This design comes from an exercise in tuning for small area and a short achievable clock period on the open sky130 flow, not from production work. Only simulation tests tie the RTL to the original design; equivalence was not proved.

==> flow/design.v (outline; a module is shown in full before it is edited, if it fits) <==
// module clk_ctrl: 1631 lines
// module cc_ha: 4 lines
// module cc_fa: 4 lines
module clk_ctrl
(
	input  wire        clk_i,
	input  wire        rstn_i,
	input  wire [15:0] freq,
	output wire        dds1_o,
	output wire        dds_o
);
  // ...
==> flow/flow/run.sh <==
#!/bin/bash
# The standard layout (standard.sh, all ORFS steps unchanged), except:
#  - the port buffers that buffer_ports inserts are plain sky130_fd_sc_hd__buf_1 cells
#    instead of the delay buffers it picks by default (every port is still buffered);
#  - clock tree synthesis with clkbuf_8 buffers and without dummy loads.
set -euo pipefail
export BUFFER_PORTS_ARGS="-buffer_cell sky130_fd_sc_hd__buf_1"
export CTS_ARGS="-sink_clustering_enable -repair_clock_nets -buf_list sky130_fd_sc_hd__clkbuf_8 -dont_use_dummy_load"
bash standard.sh finish > standard_make.log 2>&1
==> flow/standard.sh <==
#!/bin/bash
# synth_recipe.tcl (not shown) runs the flow's synth.tcl, then flattens the netlist and writes it again
# the make line also repeats each setting of config.mk as NAME=value (left out here)
make -C /OpenROAD-flow-scripts/flow DESIGN_CONFIG=/design/flow/config.mk WORK_HOME=/design/flow/orfs CLKGATE_MAP_FILE= SYNTH_SCRIPT=/design/flow/synth_recipe.tcl "${@:-finish}"
==> flow/config.mk <==
export PLATFORM = sky130hd
export DESIGN_NAME = clk_ctrl
export DESIGN_NICKNAME = clk_ctrl
export VERILOG_FILES = /design/flow/design.v
export SDC_FILE = /design/flow/constraint.sdc
export NUM_CORES = 4
export LEC_CHECK = 0
export CAP_MARGIN = 20
export CORE_MARGIN = 2
export CORE_UTILIZATION = 40
export CTS_BUF_LIST = sky130_fd_sc_hd__clkbuf_8
export SLEW_MARGIN = 20
export SYNTH_HIERARCHICAL = 1
==> flow/constraint.sdc <==
create_clock -name core_clock -period 70.0 [get_ports {clk_i}]
set_input_delay 14.0000 -clock core_clock [delete_from_list [all_inputs] [get_ports {clk_i}]]
set_output_delay 14.0000 -clock core_clock [all_outputs]
set_load 0.01 [all_outputs]
==> summary.md, run 1 <==
| Metric | Value |
|---|---|
| Outcome | complete, no violations |
| DP Worst Slack | 54.83 ns |
| P&R area growth vs syn | 6.52% |
| Area-dominant class | multi-input gates |
| Hold buffer count at CTS | 0 |
| Crit end category | primary output |
| Worst Hold End | cnt1[31]$_DFF_PN0_ |
| Worst Setup EP | dds_o |
| Die ar. | 26200 µm² |
| Congestion Overflow GR | 0 |
| Least-Margin Pin Slew | 0.782 ns |
| Post-Place Cells | 905 |
| Worst path cell trace | buf_1 |
| Met2 wire len | 10500 µm |
| WP buf/inv | 1 |
| Final Hold Viols | 0 |
| Met3 Use GR | 0.0406 |
| 1st-iter DRT viols | 260 |
| Synth Area in Adders | 0.740 |
| Leading area contributor after synthesis | fa_1 |
| Compound-Gate Fraction of Synth Area | 0.0114 |
| Clock buf count | 9 |
| Multi-input logic portion of the cell area | 0.723 |
==> run 2: changes to the inputs <==
--- a/flow/design.v
+++ b/flow/design.v
@@ -5,23 +5,23 @@
 	input  wire [15:0] freq,
 	output wire        dds1_o,
 	output wire        dds_o
 );
 reg  [15:0] fr;
 reg  [31:0] cnt;      
 reg  [31:0] cnt1;     
 reg  [1:0]  pa;       
-reg  [2:0]  pb;       
+reg  [1:0]  pb;       
 reg         dds;
 reg         dds1;
 wire [31:0] cnt_n;
 wire [31:0] cnt1_n;
 wire [1:0]  pa_n;
-wire [2:0]  pb_n;
+wire [1:0]  pb_n;
 wire        dds_n;
 wire        dds1_n;
 wire [10:0] gq;       
 localparam [31:0] CNT_INV  = 32'h00000000;
 localparam [31:0] CNT1_INV = 32'h00000000;
 always @(posedge clk_i or negedge rstn_i)
 	if (rstn_i == 1'b0) begin
 		fr   <= 16'd0;
@@ -817,48 +817,48 @@
 wire bs_773;
 wire bc_774;
 wire bs_775;
 wire bc_776;
 wire bs_777;
 wire bc_778;
 wire bs_779;
 wire bc_780;
-wire bfg_781;
-wire bfp_782;
+wire bs_781;
+wire bc_782;
 wire bfg_783;
 wire bfp_784;
 wire bfg_785;
 wire bfp_786;
 wire bfg_787;
 wire bfp_788;
 wire bfg_789;
 wire bfp_790;
 wire bfg_791;
 wire bfp_792;
-wire bfG_793;
-wire bfP_794;
+wire bfg_793;
+wire bfp_794;
 wire bfG_795;
 wire bfP_796;
 wire bfG_797;
 wire bfP_798;
 wire bfG_799;
 wire bfP_800;
 wire bfG_801;
 wire bfP_802;
 wire bfG_803;
 wire bfP_804;
 wire bfG_805;
 wire bfP_806;
 wire bfG_807;
 wire bfP_808;
 wire bfG_809;
 wire bfP_810;
-wire brs_811;
-wire brc_812;
+wire bfG_811;
+wire bfP_812;
 wire brs_813;
 wire brc_814;
 wire brs_815;
 wire brc_816;
 wire brs_817;
 wire brc_818;
 wire brs_819;
 wire brc_820;
@@ -977,17 +977,16 @@
 wire tA_29;
 wire tB_29;
 wire tA_30;
 wire tB_30;
 wire tA_31;
 wire tB_31;
 wire dc_875;
 wire dc_876;
-wire dc_877;
 assign n_1 = ~fr[0];
 assign n_2 = ~fr[1];
 assign n_3 = ~fr[2];
 assign n_4 = ~fr[3];
 assign n_5 = ~fr[4];
 assign n_6 = ~fr[5];
 assign n_7 = ~fr[6];
 assign n_8 = ~fr[7];
@@ -1353,148 +1352,148 @@
 cc_fa ubs_625 (.a(n_539), .b(bs_623), .c(bc_620), .s(bs_625), .co(bc_626));
 cc_fa ubs_627 (.a(gq[5]), .b(bs_625), .c(bc_622), .s(bs_627), .co(bc_628));
 cc_fa ubs_629 (.a(cnt1[9]), .b(gq[2]), .c(n_540), .s(bs_629), .co(bc_630));
 cc_fa ubs_631 (.a(bc_624), .b(bs_629), .c(bc_626), .s(bs_631), .co(bc_632));
 cc_fa ubs_633 (.a(n_542), .b(bs_631), .c(bc_628), .s(bs_633), .co(bc_634));
 cc_fa ubs_635 (.a(cnt1[10]), .b(gq[3]), .c(bc_630), .s(bs_635), .co(bc_636));
 cc_fa ubs_637 (.a(n_541), .b(gq[6]), .c(bs_635), .s(bs_637), .co(bc_638));
 cc_fa ubs_639 (.a(bc_632), .b(n_543), .c(bs_637), .s(bs_639), .co(bc_640));
-cc_fa ubs_641 (.a(cnt1[11]), .b(pb[1]), .c(n_536), .s(bs_641), .co(bc_642));
-cc_fa ubs_643 (.a(bs_641), .b(gq[4]), .c(bc_636), .s(bs_643), .co(bc_644));
-cc_fa ubs_645 (.a(n_542), .b(gq[7]), .c(bc_638), .s(bs_645), .co(bc_646));
-cc_fa ubs_647 (.a(bs_643), .b(gq[8]), .c(bc_640), .s(bs_647), .co(bc_648));
-cc_fa ubs_649 (.a(cnt1[12]), .b(bc_642), .c(n_537), .s(bs_649), .co(bc_650));
-cc_fa ubs_651 (.a(bs_649), .b(gq[5]), .c(bc_644), .s(bs_651), .co(bc_652));
+cc_fa ubs_641 (.a(cnt1[11]), .b(n_536), .c(gq[4]), .s(bs_641), .co(bc_642));
+cc_fa ubs_643 (.a(bs_641), .b(bc_636), .c(n_542), .s(bs_643), .co(bc_644));
+cc_fa ubs_645 (.a(gq[7]), .b(bc_638), .c(bs_643), .s(bs_645), .co(bc_646));
+cc_fa ubs_647 (.a(gq[8]), .b(bc_640), .c(bs_645), .s(bs_647), .co(bc_648));
+cc_fa ubs_649 (.a(cnt1[12]), .b(n_537), .c(bc_642), .s(bs_649), .co(bc_650));
+cc_fa ubs_651 (.a(gq[5]), .b(bs_649), .c(bc_644), .s(bs_651), .co(bc_652));
 cc_fa ubs_653 (.a(n_543), .b(bc_646), .c(bs_651), .s(bs_653), .co(bc_654));
 cc_fa ubs_655 (.a(gq[9]), .b(bc_648), .c(bs_653), .s(bs_655), .co(bc_656));
 cc_fa ubs_657 (.a(cnt1[13]), .b(n_536), .c(n_538), .s(bs_657), .co(bc_658));
-cc_fa ubs_659 (.a(bc_650), .b(bs_657), .c(gq[6]), .s(bs_659), .co(bc_660));
+cc_fa ubs_659 (.a(bs_657), .b(bc_650), .c(gq[6]), .s(bs_659), .co(bc_660));
 cc_fa ubs_661 (.a(bs_659), .b(n_544), .c(bc_652), .s(bs_661), .co(bc_662));
 cc_fa ubs_663 (.a(bc_654), .b(bs_661), .c(n_546), .s(bs_663), .co(bc_664));
 cc_fa ubs_665 (.a(cnt1[14]), .b(n_537), .c(bc_658), .s(bs_665), .co(bc_666));
 cc_fa ubs_667 (.a(n_539), .b(bs_665), .c(bc_660), .s(bs_667), .co(bc_668));
 cc_fa ubs_669 (.a(gq[7]), .b(bs_667), .c(n_545), .s(bs_669), .co(bc_670));
 cc_fa ubs_671 (.a(bc_662), .b(gq[10]), .c(bs_669), .s(bs_671), .co(bc_672));
 cc_fa ubs_673 (.a(cnt1[15]), .b(n_538), .c(n_540), .s(bs_673), .co(bc_674));
 cc_fa ubs_675 (.a(bc_666), .b(bs_673), .c(gq[8]), .s(bs_675), .co(bc_676));
 cc_fa ubs_677 (.a(bc_668), .b(bs_675), .c(bc_670), .s(bs_677), .co(bc_678));
 cc_fa ubs_679 (.a(n_546), .b(bc_672), .c(bs_677), .s(bs_679), .co(bc_680));
-cc_fa ubs_681 (.a(cnt1[16]), .b(n_539), .c(bc_674), .s(bs_681), .co(bc_682));
-cc_fa ubs_683 (.a(n_541), .b(bs_681), .c(bc_676), .s(bs_683), .co(bc_684));
-cc_fa ubs_685 (.a(n_545), .b(bs_683), .c(bc_678), .s(bs_685), .co(bc_686));
-cc_fa ubs_687 (.a(cnt1[17]), .b(n_536), .c(n_540), .s(bs_687), .co(bc_688));
-cc_fa ubs_689 (.a(bs_687), .b(bc_682), .c(n_542), .s(bs_689), .co(bc_690));
-cc_fa ubs_691 (.a(bs_689), .b(gq[9]), .c(bc_684), .s(bs_691), .co(bc_692));
-cc_fa ubs_693 (.a(gq[10]), .b(bs_691), .c(bc_686), .s(bs_693), .co(bc_694));
-cc_fa ubs_695 (.a(cnt1[18]), .b(n_537), .c(bc_688), .s(bs_695), .co(bc_696));
-cc_fa ubs_697 (.a(n_541), .b(bs_695), .c(bc_690), .s(bs_697), .co(bc_698));
-cc_fa ubs_699 (.a(n_543), .b(bs_697), .c(bc_692), .s(bs_699), .co(bc_700));
-cc_fa ubs_701 (.a(cnt1[19]), .b(n_536), .c(n_538), .s(bs_701), .co(bc_702));
-cc_fa ubs_703 (.a(bs_701), .b(bc_696), .c(n_542), .s(bs_703), .co(bc_704));
-cc_fa ubs_705 (.a(bs_703), .b(gq[8]), .c(bc_698), .s(bs_705), .co(bc_706));
-cc_fa ubs_707 (.a(cnt1[20]), .b(n_537), .c(bc_702), .s(bs_707), .co(bc_708));
-cc_fa ubs_709 (.a(n_539), .b(bs_707), .c(bc_704), .s(bs_709), .co(bc_710));
-cc_fa ubs_711 (.a(n_543), .b(n_544), .c(bs_709), .s(bs_711), .co(bc_712));
-cc_fa ubs_713 (.a(n_545), .b(bc_706), .c(bs_711), .s(bs_713), .co(bc_714));
-cc_fa ubs_715 (.a(cnt1[21]), .b(gq[0]), .c(n_538), .s(bs_715), .co(bc_716));
-cc_fa ubs_717 (.a(bs_715), .b(n_540), .c(bc_708), .s(bs_717), .co(bc_718));
-cc_fa ubs_719 (.a(bs_717), .b(n_544), .c(bc_710), .s(bs_719), .co(bc_720));
-cc_fa ubs_721 (.a(bc_712), .b(bs_719), .c(n_546), .s(bs_721), .co(bc_722));
-cc_fa ubs_723 (.a(cnt1[22]), .b(pb[2]), .c(gq[1]), .s(bs_723), .co(bc_724));
-cc_fa ubs_725 (.a(bs_723), .b(bc_716), .c(n_539), .s(bs_725), .co(bc_726));
-cc_fa ubs_727 (.a(bs_725), .b(bc_718), .c(n_541), .s(bs_727), .co(bc_728));
-cc_fa ubs_729 (.a(bs_727), .b(gq[9]), .c(bc_720), .s(bs_729), .co(bc_730));
-cc_fa ubs_731 (.a(cnt1[23]), .b(gq[2]), .c(bc_724), .s(bs_731), .co(bc_732));
-cc_fa ubs_733 (.a(bs_731), .b(n_540), .c(bc_726), .s(bs_733), .co(bc_734));
-cc_fa ubs_735 (.a(bs_733), .b(bc_728), .c(n_542), .s(bs_735), .co(bc_736));
-cc_fa ubs_737 (.a(bs_735), .b(n_545), .c(gq[10]), .s(bs_737), .co(bc_738));
-cc_fa ubs_739 (.a(cnt1[24]), .b(gq[3]), .c(bc_732), .s(bs_739), .co(bc_740));
-cc_fa ubs_741 (.a(bs_739), .b(bc_734), .c(n_541), .s(bs_741), .co(bc_742));
-cc_fa ubs_743 (.a(bs_741), .b(bc_736), .c(n_543), .s(bs_743), .co(bc_744));
-cc_fa ubs_745 (.a(bs_743), .b(n_546), .c(bc_738), .s(bs_745), .co(bc_746));
-cc_fa ubs_747 (.a(cnt1[25]), .b(gq[4]), .c(bc_740), .s(bs_747), .co(bc_748));
-cc_fa ubs_749 (.a(bs_747), .b(bc_742), .c(n_542), .s(bs_749), .co(bc_750));
-cc_fa ubs_751 (.a(bs_749), .b(gq[8]), .c(bc_744), .s(bs_751), .co(bc_752));
-cc_fa ubs_753 (.a(cnt1[26]), .b(gq[5]), .c(bc_748), .s(bs_753), .co(bc_754));
-cc_fa ubs_755 (.a(bs_753), .b(bc_750), .c(n_543), .s(bs_755), .co(bc_756));
-cc_fa ubs_757 (.a(n_544), .b(bs_755), .c(gq[9]), .s(bs_757), .co(bc_758));
-cc_fa ubs_759 (.a(cnt1[27]), .b(gq[6]), .c(bc_754), .s(bs_759), .co(bc_760));
-cc_fa ubs_761 (.a(bs_759), .b(n_544), .c(bc_756), .s(bs_761), .co(bc_762));
-cc_fa ubs_763 (.a(n_545), .b(bs_761), .c(bc_758), .s(bs_763), .co(bc_764));
-cc_fa ubs_765 (.a(cnt1[28]), .b(gq[7]), .c(bc_760), .s(bs_765), .co(bc_766));
-cc_fa ubs_767 (.a(bs_765), .b(n_545), .c(bc_762), .s(bs_767), .co(bc_768));
-cc_fa ubs_769 (.a(n_546), .b(bs_767), .c(bc_764), .s(bs_769), .co(bc_770));
-cc_fa ubs_771 (.a(cnt1[29]), .b(gq[8]), .c(bc_766), .s(bs_771), .co(bc_772));
-cc_fa ubs_773 (.a(bs_771), .b(gq[10]), .c(bc_768), .s(bs_773), .co(bc_774));
-cc_fa ubs_775 (.a(cnt1[30]), .b(gq[9]), .c(bc_772), .s(bs_775), .co(bc_776));
-cc_fa ubs_777 (.a(n_546), .b(bs_775), .c(bc_774), .s(bs_777), .co(bc_778));
-cc_fa ubs_779 (.a(cnt1[31]), .b(n_546), .c(bc_776), .s(bs_779), .co(bc_780));
-assign bfg_781 = n_545 & bs_555;
-assign bfp_782 = n_545 | bs_555;
-assign bfg_783 = n_546 & bs_559;
-assign bfp_784 = n_546 | bs_559;
-assign bfg_785 = bs_567 & bc_564;
-assign bfp_786 = bs_567 | bc_564;
-assign bfg_787 = bs_569 & bs_571;
-assign bfp_788 = bs_569 | bs_571;
-assign bfg_789 = bc_572 & bs_575;
-assign bfp_790 = bc_572 | bs_575;
-assign bfg_791 = bc_576 & bs_579;
-assign bfp_792 = bc_576 | bs_579;
-assign bfG_793 = 1'b0 | (bs_547 & 1'b0);
-assign bfP_794 = bs_547 & gq[1];
-assign bfG_795 = bfg_781 | (bfp_782 & 1'b0);
-assign bfP_796 = bfp_782 & bs_551;
-assign bfG_797 = 1'b0 | (bs_563 & bfg_783);
-assign bfP_798 = bs_563 & bfp_784;
-assign bfG_799 = bfg_787 | (bfp_788 & bfg_785);
-assign bfP_800 = bfp_788 & bfp_786;
-assign bfG_801 = bfg_791 | (bfp_792 & bfg_789);
-assign bfP_802 = bfp_792 & bfp_790;
-assign bfG_803 = bfG_795 | (bfP_796 & bfG_793);
-assign bfP_804 = bfP_796 & bfP_794;
-assign bfG_805 = bfG_799 | (bfP_800 & bfG_797);
-assign bfP_806 = bfP_800 & bfP_798;
-assign bfG_807 = bfG_805 | (bfP_806 & bfG_803);
-assign bfP_808 = bfP_806 & bfP_804;
-assign bfG_809 = bfG_801 | (bfP_802 & bfG_807);
-assign bfP_810 = bfP_802 & bfP_808;
-cc_fa ubrs_811 (.a(bc_580), .b(bs_583), .c(bfG_809), .s(brs_811), .co(brc_812));
-cc_ha ubrs_813 (.a(bs_587), .b(brc_812), .s(brs_813), .co(brc_814));
-cc_fa ubrs_815 (.a(bs_591), .b(bc_588), .c(brc_814), .s(brs_815), .co(brc_816));
-cc_ha ubrs_817 (.a(bs_597), .b(brc_816), .s(brs_817), .co(brc_818));
-cc_fa ubrs_819 (.a(bc_598), .b(bs_603), .c(brc_818), .s(brs_819), .co(brc_820));
-cc_fa ubrs_821 (.a(bc_604), .b(bs_609), .c(brc_820), .s(brs_821), .co(brc_822));
-cc_ha ubrs_823 (.a(bs_615), .b(brc_822), .s(brs_823), .co(brc_824));
-cc_fa ubrs_825 (.a(bs_621), .b(bc_616), .c(brc_824), .s(brs_825), .co(brc_826));
-cc_fa ubrs_827 (.a(n_546), .b(bs_627), .c(brc_826), .s(brs_827), .co(brc_828));
-cc_ha ubrs_829 (.a(bs_633), .b(brc_828), .s(brs_829), .co(brc_830));
-cc_fa ubrs_831 (.a(bs_639), .b(bc_634), .c(brc_830), .s(brs_831), .co(brc_832));
-cc_ha ubrs_833 (.a(bs_645), .b(bs_647), .s(brs_833), .co(brc_834));
-cc_ha ubrs_835 (.a(bs_655), .b(brc_834), .s(brs_835), .co(brc_836));
-cc_fa ubrs_837 (.a(bc_656), .b(bs_663), .c(brc_836), .s(brs_837), .co(brc_838));
-cc_fa ubrs_839 (.a(bc_664), .b(bs_671), .c(brc_838), .s(brs_839), .co(brc_840));
-cc_ha ubrs_841 (.a(bs_679), .b(brc_840), .s(brs_841), .co(brc_842));
-cc_fa ubrs_843 (.a(bc_680), .b(bs_685), .c(brc_842), .s(brs_843), .co(brc_844));
-cc_ha ubrs_845 (.a(bs_693), .b(brc_844), .s(brs_845), .co(brc_846));
-cc_fa ubrs_847 (.a(bs_699), .b(bc_694), .c(brc_846), .s(brs_847), .co(brc_848));
-cc_fa ubrs_849 (.a(bs_705), .b(bc_700), .c(brc_848), .s(brs_849), .co(brc_850));
-cc_ha ubrs_851 (.a(bs_713), .b(brc_850), .s(brs_851), .co(brc_852));
-cc_fa ubrs_853 (.a(bc_714), .b(bs_721), .c(brc_852), .s(brs_853), .co(brc_854));
-cc_ha ubrs_855 (.a(bs_729), .b(bc_722), .s(brs_855), .co(brc_856));
-cc_fa ubrs_857 (.a(bc_730), .b(bs_737), .c(brc_856), .s(brs_857), .co(brc_858));
-cc_ha ubrs_859 (.a(bs_745), .b(brc_858), .s(brs_859), .co(brc_860));
-cc_fa ubrs_861 (.a(bs_751), .b(bc_746), .c(brc_860), .s(brs_861), .co(brc_862));
-cc_fa ubrs_863 (.a(bc_752), .b(bs_757), .c(brc_862), .s(brs_863), .co(brc_864));
-cc_fa ubrs_865 (.a(gq[10]), .b(bs_763), .c(brc_864), .s(brs_865), .co(brc_866));
-cc_ha ubrs_867 (.a(bs_769), .b(brc_866), .s(brs_867), .co(brc_868));
-cc_fa ubrs_869 (.a(bs_773), .b(bc_770), .c(brc_868), .s(brs_869), .co(brc_870));
-cc_ha ubrs_871 (.a(bs_777), .b(brc_870), .s(brs_871), .co(brc_872));
-cc_fa ubrs_873 (.a(bs_779), .b(bc_778), .c(brc_872), .s(brs_873), .co(brc_874));
+cc_fa ubs_681 (.a(cnt1[16]), .b(pb[1]), .c(n_539), .s(bs_681), .co(bc_682));
+cc_fa ubs_683 (.a(bs_681), .b(bc_674), .c(n_541), .s(bs_683), .co(bc_684));
+cc_fa ubs_685 (.a(bs_683), .b(bc_676), .c(n_545), .s(bs_685), .co(bc_686));
+cc_fa ubs_687 (.a(bs_685), .b(bc_678), .c(bc_680), .s(bs_687), .co(bc_688));
+cc_fa ubs_689 (.a(cnt1[17]), .b(n_536), .c(n_540), .s(bs_689), .co(bc_690));
+cc_fa ubs_691 (.a(bc_682), .b(bs_689), .c(bc_684), .s(bs_691), .co(bc_692));
+cc_fa ubs_693 (.a(n_542), .b(bs_691), .c(gq[9]), .s(bs_693), .co(bc_694));
+cc_fa ubs_695 (.a(bc_686), .b(gq[10]), .c(bs_693), .s(bs_695), .co(bc_696));
+cc_fa ubs_697 (.a(cnt1[18]), .b(n_537), .c(bc_690), .s(bs_697), .co(bc_698));
+cc_fa ubs_699 (.a(n_541), .b(bs_697), .c(bc_692), .s(bs_699), .co(bc_700));
+cc_fa ubs_701 (.a(n_543), .b(bs_699), .c(bc_694), .s(bs_701), .co(bc_702));
+cc_fa ubs_703 (.a(cnt1[19]), .b(n_536), .c(n_538), .s(bs_703), .co(bc_704));
+cc_fa ubs_705 (.a(bs_703), .b(bc_698), .c(n_542), .s(bs_705), .co(bc_706));
+cc_fa ubs_707 (.a(bs_705), .b(gq[8]), .c(bc_700), .s(bs_707), .co(bc_708));
+cc_fa ubs_709 (.a(cnt1[20]), .b(n_537), .c(bc_704), .s(bs_709), .co(bc_710));
+cc_fa ubs_711 (.a(n_539), .b(bs_709), .c(bc_706), .s(bs_711), .co(bc_712));
+cc_fa ubs_713 (.a(n_543), .b(n_544), .c(bs_711), .s(bs_713), .co(bc_714));
+cc_fa ubs_715 (.a(n_545), .b(bc_708), .c(bs_713), .s(bs_715), .co(bc_716));
+cc_fa ubs_717 (.a(cnt1[21]), .b(gq[0]), .c(n_538), .s(bs_717), .co(bc_718));
+cc_fa ubs_719 (.a(bs_717), .b(n_540), .c(bc_710), .s(bs_719), .co(bc_720));
+cc_fa ubs_721 (.a(bs_719), .b(n_544), .c(bc_712), .s(bs_721), .co(bc_722));
+cc_fa ubs_723 (.a(bc_714), .b(bs_721), .c(n_546), .s(bs_723), .co(bc_724));
+cc_fa ubs_725 (.a(cnt1[22]), .b(gq[1]), .c(bc_718), .s(bs_725), .co(bc_726));
+cc_fa ubs_727 (.a(n_539), .b(bs_725), .c(bc_720), .s(bs_727), .co(bc_728));
+cc_fa ubs_729 (.a(n_541), .b(bs_727), .c(gq[9]), .s(bs_729), .co(bc_730));
+cc_fa ubs_731 (.a(bc_722), .b(bs_729), .c(bc_724), .s(bs_731), .co(bc_732));
+cc_fa ubs_733 (.a(cnt1[23]), .b(gq[2]), .c(n_540), .s(bs_733), .co(bc_734));
+cc_fa ubs_735 (.a(bc_726), .b(bs_733), .c(bc_728), .s(bs_735), .co(bc_736));
+cc_fa ubs_737 (.a(n_542), .b(bs_735), .c(n_545), .s(bs_737), .co(bc_738));
+cc_fa ubs_739 (.a(bc_730), .b(gq[10]), .c(bs_737), .s(bs_739), .co(bc_740));
+cc_fa ubs_741 (.a(cnt1[24]), .b(gq[3]), .c(bc_734), .s(bs_741), .co(bc_742));
+cc_fa ubs_743 (.a(n_541), .b(bs_741), .c(bc_736), .s(bs_743), .co(bc_744));
+cc_fa ubs_745 (.a(n_543), .b(bs_743), .c(bc_738), .s(bs_745), .co(bc_746));
+cc_fa ubs_747 (.a(n_546), .b(bc_740), .c(bs_745), .s(bs_747), .co(bc_748));
+cc_fa ubs_749 (.a(cnt1[25]), .b(gq[4]), .c(bc_742), .s(bs_749), .co(bc_750));
+cc_fa ubs_751 (.a(n_542), .b(bs_749), .c(gq[8]), .s(bs_751), .co(bc_752));
+cc_fa ubs_753 (.a(bc_744), .b(bs_751), .c(bc_746), .s(bs_753), .co(bc_754));
+cc_fa ubs_755 (.a(cnt1[26]), .b(gq[5]), .c(bc_750), .s(bs_755), .co(bc_756));
+cc_fa ubs_757 (.a(n_543), .b(n_544), .c(bs_755), .s(bs_757), .co(bc_758));
+cc_fa ubs_759 (.a(bc_752), .b(gq[9]), .c(bs_757), .s(bs_759), .co(bc_760));
+cc_fa ubs_761 (.a(cnt1[27]), .b(gq[6]), .c(n_544), .s(bs_761), .co(bc_762));
+cc_fa ubs_763 (.a(bc_756), .b(n_545), .c(bs_761), .s(bs_763), .co(bc_764));
+cc_fa ubs_765 (.a(bc_758), .b(gq[10]), .c(bs_763), .s(bs_765), .co(bc_766));
+cc_fa ubs_767 (.a(cnt1[28]), .b(gq[7]), .c(bc_762), .s(bs_767), .co(bc_768));
+cc_fa ubs_769 (.a(n_545), .b(n_546), .c(bc_764), .s(bs_769), .co(bc_770));
+cc_fa ubs_771 (.a(bs_767), .b(bc_766), .c(bs_769), .s(bs_771), .co(bc_772));
+cc_fa ubs_773 (.a(cnt1[29]), .b(gq[8]), .c(bc_768), .s(bs_773), .co(bc_774));
+cc_fa ubs_775 (.a(gq[10]), .b(bc_770), .c(bs_773), .s(bs_775), .co(bc_776));
+cc_fa ubs_777 (.a(cnt1[30]), .b(gq[9]), .c(n_546), .s(bs_777), .co(bc_778));
+cc_fa ubs_779 (.a(bc_774), .b(bs_777), .c(bc_776), .s(bs_779), .co(bc_780));
+cc_fa ubs_781 (.a(cnt1[31]), .b(n_546), .c(bc_778), .s(bs_781), .co(bc_782));
+assign bfg_783 = n_545 & bs_555;
+assign bfp_784 = n_545 | bs_555;
+assign bfg_785 = n_546 & bs_559;
+assign bfp_786 = n_546 | bs_559;
+assign bfg_787 = bs_567 & bc_564;
+assign bfp_788 = bs_567 | bc_564;
+assign bfg_789 = bs_569 & bs_571;
+assign bfp_790 = bs_569 | bs_571;
+assign bfg_791 = bc_572 & bs_575;
+assign bfp_792 = bc_572 | bs_575;
+assign bfg_793 = bc_576 & bs_579;
+assign bfp_794 = bc_576 | bs_579;
+assign bfG_795 = 1'b0 | (bs_547 & 1'b0);
+assign bfP_796 = bs_547 & gq[1];
+assign bfG_797 = bfg_783 | (bfp_784 & 1'b0);
+assign bfP_798 = bfp_784 & bs_551;
+assign bfG_799 = 1'b0 | (bs_563 & bfg_785);
+assign bfP_800 = bs_563 & bfp_786;
+assign bfG_801 = bfg_789 | (bfp_790 & bfg_787);
+assign bfP_802 = bfp_790 & bfp_788;
+assign bfG_803 = bfg_793 | (bfp_794 & bfg_791);
+assign bfP_804 = bfp_794 & bfp_792;
+assign bfG_805 = bfG_797 | (bfP_798 & bfG_795);
+assign bfP_806 = bfP_798 & bfP_796;
+assign bfG_807 = bfG_801 | (bfP_802 & bfG_799);
+assign bfP_808 = bfP_802 & bfP_800;
+assign bfG_809 = bfG_807 | (bfP_808 & bfG_805);
+assign bfP_810 = bfP_808 & bfP_806;
+assign bfG_811 = bfG_803 | (bfP_804 & bfG_809);
+assign bfP_812 = bfP_804 & bfP_810;
+cc_fa ubrs_813 (.a(bc_580), .b(bs_583), .c(bfG_811), .s(brs_813), .co(brc_814));
+cc_ha ubrs_815 (.a(bs_587), .b(brc_814), .s(brs_815), .co(brc_816));
+cc_fa ubrs_817 (.a(bs_591), .b(bc_588), .c(brc_816), .s(brs_817), .co(brc_818));
+cc_ha ubrs_819 (.a(bs_597), .b(brc_818), .s(brs_819), .co(brc_820));
+cc_fa ubrs_821 (.a(bc_598), .b(bs_603), .c(brc_820), .s(brs_821), .co(brc_822));
+cc_fa ubrs_823 (.a(bc_604), .b(bs_609), .c(brc_822), .s(brs_823), .co(brc_824));
+cc_ha ubrs_825 (.a(bs_615), .b(brc_824), .s(brs_825), .co(brc_826));
+cc_fa ubrs_827 (.a(bs_621), .b(bc_616), .c(brc_826), .s(brs_827), .co(brc_828));
+cc_fa ubrs_829 (.a(n_546), .b(bs_627), .c(brc_828), .s(brs_829), .co(brc_830));
+cc_ha ubrs_831 (.a(bs_633), .b(brc_830), .s(brs_831), .co(brc_832));
+cc_fa ubrs_833 (.a(bs_639), .b(bc_634), .c(brc_832), .s(brs_833), .co(brc_834));
+cc_ha ubrs_835 (.a(bs_647), .b(brc_834), .s(brs_835), .co(brc_836));
+cc_ha ubrs_837 (.a(bs_655), .b(brc_836), .s(brs_837), .co(brc_838));
+cc_fa ubrs_839 (.a(bc_656), .b(bs_663), .c(brc_838), .s(brs_839), .co(brc_840));
+cc_fa ubrs_841 (.a(bc_664), .b(bs_671), .c(brc_840), .s(brs_841), .co(brc_842));
+cc_ha ubrs_843 (.a(bs_679), .b(brc_842), .s(brs_843), .co(brc_844));
+cc_ha ubrs_845 (.a(bs_695), .b(bc_688), .s(brs_845), .co(brc_846));
+cc_fa ubrs_847 (.a(bc_696), .b(bs_701), .c(brc_846), .s(brs_847), .co(brc_848));
+cc_fa ubrs_849 (.a(bs_707), .b(bc_702), .c(brc_848), .s(brs_849), .co(brc_850));
+cc_ha ubrs_851 (.a(bs_715), .b(brc_850), .s(brs_851), .co(brc_852));
+cc_fa ubrs_853 (.a(bc_716), .b(bs_723), .c(brc_852), .s(brs_853), .co(brc_854));
+cc_ha ubrs_855 (.a(bs_731), .b(brc_854), .s(brs_855), .co(brc_856));
+cc_fa ubrs_857 (.a(bs_739), .b(bc_732), .c(brc_856), .s(brs_857), .co(brc_858));
+cc_ha ubrs_859 (.a(bs_747), .b(brc_858), .s(brs_859), .co(brc_860));
+cc_fa ubrs_861 (.a(bc_748), .b(bs_753), .c(brc_860), .s(brs_861), .co(brc_862));
+cc_fa ubrs_863 (.a(bs_759), .b(bc_754), .c(brc_862), .s(brs_863), .co(brc_864));
+cc_fa ubrs_865 (.a(bc_760), .b(bs_765), .c(brc_864), .s(brs_865), .co(brc_866));
+cc_ha ubrs_867 (.a(bs_771), .b(brc_866), .s(brs_867), .co(brc_868));
+cc_fa ubrs_869 (.a(bc_772), .b(bs_775), .c(brc_868), .s(brs_869), .co(brc_870));
+cc_ha ubrs_871 (.a(bs_779), .b(brc_870), .s(brs_871), .co(brc_872));
+cc_fa ubrs_873 (.a(bs_781), .b(bc_780), .c(brc_872), .s(brs_873), .co(brc_874));
 assign cnt_n[0] = ars_376;
 assign cnt_n[1] = ars_378;
 assign cnt_n[2] = ars_380;
 assign cnt_n[3] = ars_382;
 assign cnt_n[4] = ars_384;
 assign cnt_n[5] = ars_386;
 assign cnt_n[6] = ars_388;
 assign cnt_n[7] = ars_390;
@@ -1517,33 +1516,33 @@
 assign cnt_n[24] = ars_420;
 assign cnt_n[25] = ars_422;
 assign cnt_n[26] = ars_424;
 assign cnt_n[27] = ars_426;
 assign cnt_n[28] = ars_428;
 assign cnt_n[29] = ars_430;
 assign cnt_n[30] = ars_432;
 assign cnt_n[31] = ars_434;
-assign cnt1_n[0] = brs_811;
-assign cnt1_n[1] = brs_813;
-assign cnt1_n[2] = brs_815;
-assign cnt1_n[3] = brs_817;
-assign cnt1_n[4] = brs_819;
-assign cnt1_n[5] = brs_821;
-assign cnt1_n[6] = brs_823;
-assign cnt1_n[7] = brs_825;
-assign cnt1_n[8] = brs_827;
-assign cnt1_n[9] = brs_829;
-assign cnt1_n[10] = brs_831;
-assign cnt1_n[11] = brs_833;
-assign cnt1_n[12] = brs_835;
-assign cnt1_n[13] = brs_837;
-assign cnt1_n[14] = brs_839;
-assign cnt1_n[15] = brs_841;
-assign cnt1_n[16] = brs_843;
+assign cnt1_n[0] = brs_813;
+assign cnt1_n[1] = brs_815;
+assign cnt1_n[2] = brs_817;
+assign cnt1_n[3] = brs_819;
+assign cnt1_n[4] = brs_821;
+assign cnt1_n[5] = brs_823;
+assign cnt1_n[6] = brs_825;
+assign cnt1_n[7] = brs_827;
+assign cnt1_n[8] = brs_829;
+assign cnt1_n[9] = brs_831;
+assign cnt1_n[10] = brs_833;
+assign cnt1_n[11] = brs_835;
+assign cnt1_n[12] = brs_837;
+assign cnt1_n[13] = brs_839;
+assign cnt1_n[14] = brs_841;
+assign cnt1_n[15] = brs_843;
+assign cnt1_n[16] = bs_687;
 assign cnt1_n[17] = brs_845;
 assign cnt1_n[18] = brs_847;
 assign cnt1_n[19] = brs_849;
 assign cnt1_n[20] = brs_851;
 assign cnt1_n[21] = brs_853;
 assign cnt1_n[22] = brs_855;
 assign cnt1_n[23] = brs_857;
 assign cnt1_n[24] = brs_859;
@@ -1552,18 +1551,17 @@
 assign cnt1_n[27] = brs_865;
 assign cnt1_n[28] = brs_867;
 assign cnt1_n[29] = brs_869;
 assign cnt1_n[30] = brs_871;
 assign cnt1_n[31] = brs_873;
 assign pa_n[0] = 1'b0;
 assign pa_n[1] = arc_407;
 assign pb_n[0] = 1'b0;
-assign pb_n[1] = brc_832;
-assign pb_n[2] = brc_854;
+assign pb_n[1] = brc_844;
 assign tA_0 = cnt_n[0];
 assign tB_0 = cnt1_n[0];
 assign tA_1 = cnt_n[1];
 assign tB_1 = cnt1_n[1];
 assign tA_2 = cnt_n[2];
 assign tB_2 = cnt1_n[2];
 assign tA_3 = cnt_n[3];
 assign tB_3 = cnt1_n[3];
@@ -1620,19 +1618,18 @@
 assign tA_29 = cnt_n[29];
 assign tB_29 = cnt1_n[29];
 assign tA_30 = cnt_n[30];
 assign tB_30 = cnt1_n[30];
 assign tA_31 = cnt_n[31];
 assign tB_31 = cnt1_n[31];
 assign dc_875 = (1'b0 & 1'b0 & (&{tA_1,tA_2,tA_3,tA_4,tA_5,tA_6,tA_7,tA_8,tA_9,tA_10,tA_11,tA_12,tA_13,tA_14,tA_15})) | ((1'b0 | 1'b0) & (&{tA_0,tA_1,tA_2,tA_3,tA_4,tA_5,tA_6,tA_7,tA_8,tA_9,tA_10,tA_11,tA_12,tA_13,tA_14,tA_15}));
 assign dds_n = tA_31 ^ (((pa_n[1] ^ dc_875) & (&{tA_16,tA_17,tA_18,tA_19,tA_20,tA_21,tA_22,tA_23,tA_24,tA_25,tA_26,tA_27,tA_28,tA_29,tA_30})) | (pa_n[1] & dc_875 & (&{tA_17,tA_18,tA_19,tA_20,tA_21,tA_22,tA_23,tA_24,tA_25,tA_26,tA_27,tA_28,tA_29,tA_30})));
-assign dc_876 = (1'b0 & 1'b0 & (&{tB_1,tB_2,tB_3,tB_4,tB_5,tB_6,tB_7,tB_8,tB_9,tB_10})) | ((1'b0 | 1'b0) & (&{tB_0,tB_1,tB_2,tB_3,tB_4,tB_5,tB_6,tB_7,tB_8,tB_9,tB_10}));
-assign dc_877 = (pb_n[1] & dc_876 & (&{tB_12,tB_13,tB_14,tB_15,tB_16,tB_17,tB_18,tB_19,tB_20,tB_21})) | ((pb_n[1] | dc_876) & (&{tB_11,tB_12,tB_13,tB_14,tB_15,tB_16,tB_17,tB_18,tB_19,tB_20,tB_21}));
-assign dds1_n = tB_31 ^ (((pb_n[2] ^ dc_877) & (&{tB_22,tB_23,tB_24,tB_25,tB_26,tB_27,tB_28,tB_29,tB_30})) | (pb_n[2] & dc_877 & (&{tB_23,tB_24,tB_25,tB_26,tB_27,tB_28,tB_29,tB_30})));
+assign dc_876 = (1'b0 & 1'b0 & (&{tB_1,tB_2,tB_3,tB_4,tB_5,tB_6,tB_7,tB_8,tB_9,tB_10,tB_11,tB_12,tB_13,tB_14,tB_15})) | ((1'b0 | 1'b0) & (&{tB_0,tB_1,tB_2,tB_3,tB_4,tB_5,tB_6,tB_7,tB_8,tB_9,tB_10,tB_11,tB_12,tB_13,tB_14,tB_15}));
+assign dds1_n = tB_31 ^ (((pb_n[1] ^ dc_876) & (&{tB_16,tB_17,tB_18,tB_19,tB_20,tB_21,tB_22,tB_23,tB_24,tB_25,tB_26,tB_27,tB_28,tB_29,tB_30})) | (pb_n[1] & dc_876 & (&{tB_17,tB_18,tB_19,tB_20,tB_21,tB_22,tB_23,tB_24,tB_25,tB_26,tB_27,tB_28,tB_29,tB_30})));
 endmodule
 module cc_ha (input wire a, input wire b, output wire s, output wire co);
 assign s  = a ^ b;
 assign co = a & b;
 endmodule
 module cc_fa (input wire a, input wire b, input wire c, output wire s, output wire co);
 assign s  = a ^ b ^ c;
 assign co = (a & b) | (a & c) | (b & c);
==> flow/flow/run.sh (replaced) <==
#!/bin/bash
# The standard layout (standard.sh, all ORFS steps unchanged), except:
#  - the port buffers that buffer_ports inserts are plain sky130_fd_sc_hd__buf_1 cells
#    instead of the delay buffers it picks by default (every port is still buffered);
#  - clock tree synthesis arguments: -sink_clustering_enable -repair_clock_nets -buf_list {sky130_fd_sc_hd__clkbuf_4 sky130_fd_sc_hd__clkbuf_8} -dont_use_dummy_load
set -euo pipefail
export BUFFER_PORTS_ARGS="-buffer_cell sky130_fd_sc_hd__buf_1"
export CTS_ARGS="-sink_clustering_enable -repair_clock_nets -buf_list {sky130_fd_sc_hd__clkbuf_4 sky130_fd_sc_hd__clkbuf_8} -dont_use_dummy_load"
bash standard.sh finish > standard_make.log 2>&1
==> run 2 against run 1 <==
Against the previous run: flip-flop and latch count down 1; synthesized area shrank 1.0%; cell count is 1.9% lower; critical path depth unchanged; global-route usage about the same; non-clock buffer count is 2 lower; sequential share of layout area hardly changed; utilization fell by 0.23 points; via count is 2.3% lower; count of clock-buffer cells in the layout is the same; die area decreased by 1.0%.
==> summary.md, run 2 <==
| Metric | Value |
|---|---|
| CP max FO | 1 (unchanged) |
| Fin crit period | 14.86 ns (was 14.90 ns) |
| Core Box Area | 24200 µm² (was 24400 µm²) |
| Slew margin rel. | 0.421 (was 0.478) |
| Synth Register Bits | 84 (was 85) |
| Number of global-route vias before repair | 6107 (was 6237) |
| Final setup TNS | 0 ns (unchanged) |
| Num CTS Buffers | 9 (unchanged) |
| WP buf/inv | 1 (unchanged) |
| Final Cycle Share | 0.212 (was 0.213) |
| Clk_skew | 0.0246 ns (was 0.0180 ns) |
| CP max stage cell | dfrtp_1 (unchanged) |
| DRT antenna net count | 0 (unchanged) |
| First-pass GRT wire length | 35500 µm (was 36000 µm) |
| Clock sink count | 84 (was 85) |
| CTS max path bufs | 2 (unchanged) |
| Post-synth top flop | dfrtp_1 (unchanged) |
| Share of layout cells above drive strength 1 | 0.0262 (was 0.0322) |
| Row count | 57 (unchanged) |
| RR Endpoint | dds1$_DFF_PN0_ (was dds$_DFF_PN0_) |
| Critical path launch point type | flop (unchanged) |
| Min-Delay Path Class | reg -> reg (unchanged) |
| F_max | 0.0673 GHz (was 0.0671 GHz) |
| Final slew viol count | 0 (unchanged) |
| Initial antenna violation count | 0 (unchanged) |
| Synthesized area | 9860 µm² (was 9960 µm²) |
| Cells after synthesis | 541 (was 556) |
| Die X-Extent | 161 µm (was 162 µm) |
| Synthesized area per cell | 18.2 µm² (was 17.9 µm²) |
| Initial Util | 0.407 (was 0.408) |
| Crit-path max cell delay | 0.36 ns (was 0.38 ns) |
| Biggest regs | cnt1: 32 flops, cnt: 32 flops, fr: 16 flops (unchanged) |
| Crit path max-delay family | flip-flops (unchanged) |
| Leading area contributor after synthesis | fa_1 (unchanged) |
| # setup viols final | 0 (unchanged) |
| Placer Congestion | 0.872 (was 0.868) |
| All-Layer GR Usage | 0.190 (about the same) |
| Post-route design area | 10500 µm² (was 10600 µm²) |
| Worst Hold End | cnt1[31]$_DFF_PN0_ (unchanged) |
| Congestion Overflow GR | 0 (unchanged) |
| Die ar. | 25900 µm² (was 26200 µm²) |
| Leading cell type in the layout, fill and taps excluded | fa_1 (unchanged) |
| Async SR Flop Fraction | 1.00 (unchanged) |
| # IOs | 20 (unchanged) |
| Post-synth EDFFs | 0 (unchanged) |
| 1st-iter DRT viols | 248 (was 260) |
| Distinct cells, synth | 25 (unchanged) |
| Critical path data required time | 56.00 ns (about the same) |
| Post-Place Cells | 888 (was 905) |
| Synth warn | 7 (unchanged) |
| Cell Area, Placed | 10400 µm² (was 10500 µm²) |
| Hold buffer count at CTS | 0 (unchanged) |
| P&R area growth vs syn | 6.44% (was 6.52%) |
| Most frequent cell after synthesis | fa_1 (unchanged) |
| CTS Root Buffer Type | clkbuf_8 (unchanged) |
| Vias | 4569 (was 4675) |
| Post-synth top cells | fa_1 (349), dfrtp_1 (84), inv_1 (44), ha_1 (29), nand4_1 (8) (was fa_1 (349), dfrtp_1 (85), inv_1 (44), ha_1 (30), nand4_1 (10)) |
| Port Buffers | 19 (unchanged) |
| Hold Path Stages | 2 (unchanged) |
| Final Hold Viols | 0 (unchanged) |
| Register area share after synthesis | 0.213 (was 0.214) |
| Diodes inserted | 0 (unchanged) |
| Outcome | complete, no violations (unchanged) |
| Worst path arrival time | 0.86 ns (was 0.90 ns) |
| Fill cell count | 2187 (was 2160) |
| Post-CTS Resized | 0 (unchanged) |
| Critical R2R Launch | fr[13]$_DFF_PN0_ (was fr[0]$_DFF_PN0_) |
| Nets@finish | 971 (was 989) |
| Least-Margin Pin Slew | 0.868 ns (was 0.782 ns) |
| Hold Startpoint | cnt1[31]$_DFF_PN0_ (unchanged) |
| CP Depth | 1 (unchanged) |
| Crit end category | primary output (unchanged) |
| Drt pass-1 iters | 4 (was 6) |
| Reg clk slew, reported paths | 0.08 ns (was 0.09 ns) |
| Commonest non-fill, non-tap cells in the layout | fa_1 (349), dfrtp_1 (84), inv_1 (44) (was fa_1 (349), dfrtp_1 (85), inv_1 (44)) |
| Vias per cell | 5.09 (was 5.11) |
| Setup repair bufs after CTS | 0 (unchanged) |
| Crit path kind | reg -> out (unchanged) |
| Clk Latency, worst-skew pair | 0.39 ns (was 0.38 ns) |
| Post-synth top area share | 0.709 (was 0.702) |
| Total wire length | 21200 µm (was 21100 µm) |
| DIE HEIGHT | 161 µm (was 162 µm) |
| Worst path cell trace | buf_1 (unchanged) |
| Area contributors post-synth | fa_1 (71%), dfrtp_1 (21%), ha_1 (3.7%) (was fa_1 (70%), dfrtp_1 (21%), ha_1 (3.8%)) |
| CTS tree | built (unchanged) |
| Routed length per instance | 23.6 µm (was 23.1 µm) |
| R2R setup slack | 55.49 ns (was 55.78 ns) |
| H-tree Lvls | 3 (unchanged) |
| Largest net degree at the start of global routing | 49 (was 44) |
| Drt drc | 0 (unchanged) |
| RSZ-0062 raised after global routing | false (unchanged) |
| Length in cells of the worst reg-to-reg path | 36 (was 37) |
| DP HPWL | 17400 µm (was 17300 µm) |
| Number of max-cap violations | 0 (unchanged) |
| Post-synthesis net count | 937 (was 953) |
| Layout Cells excl Fill | 897 (was 914) |
run 2: layer usage:
layer,up-vias,routed length [µm],GRT usage,part of all wire
met5,-,0,0,0
met4,0,332,0.0455,0.016
met3,30,1030,0.0339,0.049
met2,106,10700,0.311,0.50
met1,2711,9170,0.269,0.43
li1,1722,-,-,-
run 2: area by class of cell:
cell class / instances / area (µm²) / area share
Clock buffer: 9 / 124 / 0.0118
Inverter: 44 / 165 / 0.0157
Multi-Input combinational cell: 413 / 7590 / 0.723
Sequential cell: 84 / 2100 / 0.200
Tap cell: 324 / 405 / 0.0386
Timing Repair Buffer: 23 / 105 / 0.0100
run 2: through the flow:
step,setup WS (ns),utilization,hold slack (ns)
CTS,55.12,0.433,0.880
floorplan,55.62,-,0.764
global route,54.92,0.433,0.932
finish,55.14,0.433,0.851
global placement,54.86,0.428,0.796
detailed placement,54.81,0.428,0.852
run 2: how the worst max path moves through the flow:
stage                                     to  slack [ns]        startpoint
after floorplan                       dds1_o       55.62    dds1$_DFF_PN0_
after global placement    cnt1[26]$_DFF_PN0_       54.86            rstn_i
after detailed placement  cnt1[26]$_DFF_PN0_       54.81            rstn_i
after CTS                             dds1_o       55.12    dds1$_DFF_PN0_
after global routing          dds1$_DFF_PN0_       54.92  fr[13]$_DFF_PN0_
final                                  dds_o       55.14     dds$_DFF_PN0_
run 2: Yosys stat by module (local to each module, per instance):
module	area [µm²]	flops+latches	cells inside	copies in the design
cc_fa	20.0	0	1	349
cc_ha	12.5	0	1	29
clk_ctrl	2510	84	163	1
run 2: cells by family (layout without fill, tap and decap cells):
logic type	count (synthesis)	count (layout)	synth area share
adder cells (fa/ha/maj)	381	381	0.749
flip-flops	84	84	0.213
XOR/XNOR	2	2	0.00178
AND/OR/NAND/NOR	16	16	0.00952
buffers and inverters	44	76	0.0168
AO/OA/AOI/OAI	14	14	0.00990
run 2: tightest hold or removal path, delay by kind of cell (launching register included):
kind / cells / cell delay [ns]
fa+ha+maj: 2 / 0.44
flops: 1 / 0.36
==> run 3: changes to the inputs <==
==> flow/flow/run.sh (replaced) <==
#!/bin/bash
# The standard layout (standard.sh, all ORFS steps unchanged), except:
#  - the port buffers that buffer_ports inserts are plain sky130_fd_sc_hd__buf_1 cells
#    instead of the delay buffers it picks by default (every port is still buffered);
#  - clock tree synthesis with clkbuf_8 buffers and without dummy loads.
set -euo pipefail
export BUFFER_PORTS_ARGS="-buffer_cell sky130_fd_sc_hd__buf_1"
export CTS_ARGS="-sink_clustering_enable -repair_clock_nets -buf_list sky130_fd_sc_hd__clkbuf_8 -dont_use_dummy_load"
bash standard.sh finish > standard_make.log 2>&1
==> run 3 against run 2 <==
Against the previous run: still clean on timing, DRC and antenna; via count unchanged; global-route usage unchanged; count of clock-buffer cells in the layout unchanged; worst hold slack unchanged; synthesized area unchanged; wire length unchanged; die area unchanged; first-iteration DRC count unchanged; critical endpoint unchanged.
==> summary.md, run 3 <==
| Metric | Value |
|---|---|
| Final Cycle Share | 0.212 (unchanged) |
| R2R setup slack | 55.49 ns (about the same) |
| Final setup TNS | 0 ns (unchanged) |
| Critical path data required time | 56.00 ns (about the same) |
| Most frequent cell after synthesis | fa_1 (unchanged) |
| Die ar. | 25900 µm² (unchanged) |
| F_max | 0.0673 GHz (unchanged) |
| Num CTS Buffers | 9 (unchanged) |
| Worst Hold End | cnt1[31]$_DFF_PN0_ (unchanged) |
| Final Hold Viols | 0 (unchanged) |
| Outcome | complete, no violations (unchanged) |
| Synth Register Bits | 84 (unchanged) |
| Post-CTS Resized | 0 (unchanged) |
| Worst path cell trace | buf_1 (unchanged) |
| RR Endpoint | dds1$_DFF_PN0_ (unchanged) |
| Share of layout cells above drive strength 1 | 0.0262 (unchanged) |
| DRT antenna net count | 0 (unchanged) |
| Hold Startpoint | cnt1[31]$_DFF_PN0_ (unchanged) |
| Critical R2R Launch | fr[13]$_DFF_PN0_ (unchanged) |
| Post-synth top cells | fa_1 (349), dfrtp_1 (84), inv_1 (44), ha_1 (29), nand4_1 (8) (unchanged) |
| DIE HEIGHT | 161 µm (unchanged) |
| Largest net degree at the start of global routing | 49 (unchanged) |
| Leading cell type in the layout, fill and taps excluded | fa_1 (unchanged) |
| Number of global-route vias before repair | 6107 (unchanged) |
| Area contributors post-synth | fa_1 (71%), dfrtp_1 (21%), ha_1 (3.7%) (unchanged) |
| Drt pass-1 iters | 4 (unchanged) |
| First-pass GRT wire length | 35500 µm (unchanged) |
| CP max stage cell | dfrtp_1 (unchanged) |
| RSZ-0062 raised after global routing | false (unchanged) |
| Port Buffers | 19 (unchanged) |
| CTS max path bufs | 2 (unchanged) |
| Nets@finish | 971 (unchanged) |
| Commonest non-fill, non-tap cells in the layout | fa_1 (349), dfrtp_1 (84), inv_1 (44) (unchanged) |
| Die X-Extent | 161 µm (unchanged) |
| Crit end category | primary output (unchanged) |
| Post-route design area | 10500 µm² (unchanged) |
| Least-Margin Pin Slew | 0.868 ns (unchanged) |
| Number of max-cap violations | 0 (unchanged) |
| Core Util, Final | 0.433 (unchanged) |
| Initial Util | 0.407 (unchanged) |
| Initial antenna violation count | 0 (unchanged) |
| Clk Latency, worst-skew pair | 0.39 ns (about the same) |
| Min-Delay Path Class | reg -> reg (unchanged) |
| Diodes inserted | 0 (unchanged) |
| Drt drc | 0 (unchanged) |
| Async SR Flop Fraction | 1.00 (unchanged) |
| Hold buffer count at CTS | 0 (unchanged) |
| CTS Root Buffer Type | clkbuf_8 (unchanged) |
| Length in cells of the worst reg-to-reg path | 36 (unchanged) |
| Synthesized area per cell | 18.2 µm² (unchanged) |
| Post-synth EDFFs | 0 (unchanged) |
| Routed length per instance | 23.6 µm (unchanged) |
| Worst path arrival time | 0.86 ns (about the same) |
| H-tree Lvls | 3 (unchanged) |
| Clk_skew | 0.0246 ns (unchanged) |
| Core Box Area | 24200 µm² (unchanged) |
| CTS tree | built (unchanged) |
| Placer Congestion | 0.872 (unchanged) |
| Crit path kind | reg -> out (unchanged) |
| Final slew viol count | 0 (unchanged) |
| DP Worst Slack | 54.81 ns (unchanged) |
| Hold Path Stages | 2 (unchanged) |
| WP buf/inv | 1 (unchanged) |
| Leading area contributor after synthesis | fa_1 (unchanged) |
| Setup repair bufs after CTS | 0 (unchanged) |
| # setup viols final | 0 (unchanged) |
| Slew margin rel. | 0.421 (unchanged) |
| 1st-iter DRT viols | 248 (unchanged) |
| Post-synth top flop | dfrtp_1 (unchanged) |
| Setup ws final | 55.14 ns (unchanged) |
| Crit-path max cell delay | 0.36 ns (about the same) |
| All-Layer GR Usage | 0.190 (unchanged) |
| P&R area growth vs syn | 6.44% (unchanged) |
| Cell Area, Placed | 10400 µm² (unchanged) |
| Clock sink count | 84 (unchanged) |
| Crit path max-delay family | flip-flops (unchanged) |
| Reg clk slew, reported paths | 0.08 ns (about the same) |
| Biggest regs | cnt1: 32 flops, cnt: 32 flops, fr: 16 flops (unchanged) |
| Total wire length | 21200 µm (unchanged) |
| CP max FO | 1 (unchanged) |
| Synthesized area | 9860 µm² (unchanged) |
| DP HPWL | 17400 µm (unchanged) |
| Cells after synthesis | 541 (unchanged) |
| Congestion Overflow GR | 0 (unchanged) |
| Row count | 57 (unchanged) |
| # IOs | 20 (unchanged) |
| Register area share after synthesis | 0.213 (unchanged) |
| Post-synthesis net count | 937 (unchanged) |
| Vias per cell | 5.09 (unchanged) |
| Post-synth top area share | 0.709 (unchanged) |
| Critical path launch point type | flop (unchanged) |
| Distinct cells, synth | 25 (unchanged) |
| Fin crit period | 14.86 ns (unchanged) |
| Synth warn | 7 (unchanged) |
| Vias | 4569 (unchanged) |
==> run 3: cell counts after synthesis <==
No cell type changed its count.
==> run 3: worst max path at each step <==
stage,startpoint,end,cells past startpoint,slack (ns)
after global routing,fr[13]$_DFF_PN0_,dds1$_DFF_PN0_,36,54.92
after detailed placement,rstn_i,cnt1[26]$_DFF_PN0_,2,54.81
after global placement,rstn_i,cnt1[26]$_DFF_PN0_,2,54.86
after CTS,dds1$_DFF_PN0_,dds1_o,1,55.12
final,dds$_DFF_PN0_,dds_o,1,55.14
after floorplan,dds1$_DFF_PN0_,dds1_o,0,55.62
==> run 3: per-stage QoR <==
stage | std cells | hold WS, ns
2_1_floorplan | 541 | 0.764
3_3_place_gp | 888 | 0.796
3_5_place_dp | 888 | 0.852
4_1_cts | 897 | 0.880
5_1_grt | 897 | 0.932
6_report | 897 | 0.851
==> run 3: cell families (layout without fill, tap and decap cells) <==
family	count (synthesis)	count (layout)	synth area share
and+or+nand+nor	16	16	0.00952
DFF	84	84	0.213
buffers and inverters	44	76	0.0168
adders and majority gates	381	381	0.749
AOI/OAI and AO/OA	14	14	0.00990
xor gates and xnor gates	2	2	0.00178
==> run 3: Yosys stat by module, one instance, submodules excluded <==
module	flip-flops and latches	times used	cell area (µm²)
cc_fa	0	349	20.0
cc_ha	0	29	12.5
clk_ctrl	84	1	2510
==> run 3: layout make-up <==
type,count,area (µm²)
well taps,324,405
multi-input cells,413,7590
clock buffers,9,124
fillers,2187,13800
repair buffers,23,105
inverters,44,165
flip-flops and latches,84,2100
==> run 3: metal layers <==
metal	up-vias	global-route usage	share of wire
met5	-	0	0
met4	0	0.0455	0.016
met3	30	0.0339	0.049
met2	106	0.311	0.50
met1	2711	0.269	0.43
li1	1722	-	-

[separate check: timing with driven ports]
In the flow no input, the clock included, has a driving cell. The finished layouts below were timed again as built, in two steps. Step 1 assumes that a clkbuf_16 drives the clock port and a buf_2 every other input. Step 2 adds t to the input delays and takes it off the output delays; t is the mean of the earliest and latest rising clock arrival at the registers after step 1. Input paths then give back, and output paths get back, about the clock's delay inside the block. Slacks: ideal / step 1 / step 2; pairs: ideal / step 1.
| run | t (ns) | setup slack, ns | latest minus earliest clock arrival (ns) |
|---|---|---|---|
| run 1 | 0.416 | 55.105 / 55.064 / 54.906 | 0.023 / 0.023 |
| run 2 | 0.415 | 55.136 / 55.095 / 54.896 | 0.025 / 0.025 |
| run 3 | 0.415 | 55.136 / 55.095 / 54.896 | 0.025 / 0.025 |
After both steps every run listed still meets setup and hold. The worst setup slack also covers recovery checks on asynchronous resets.
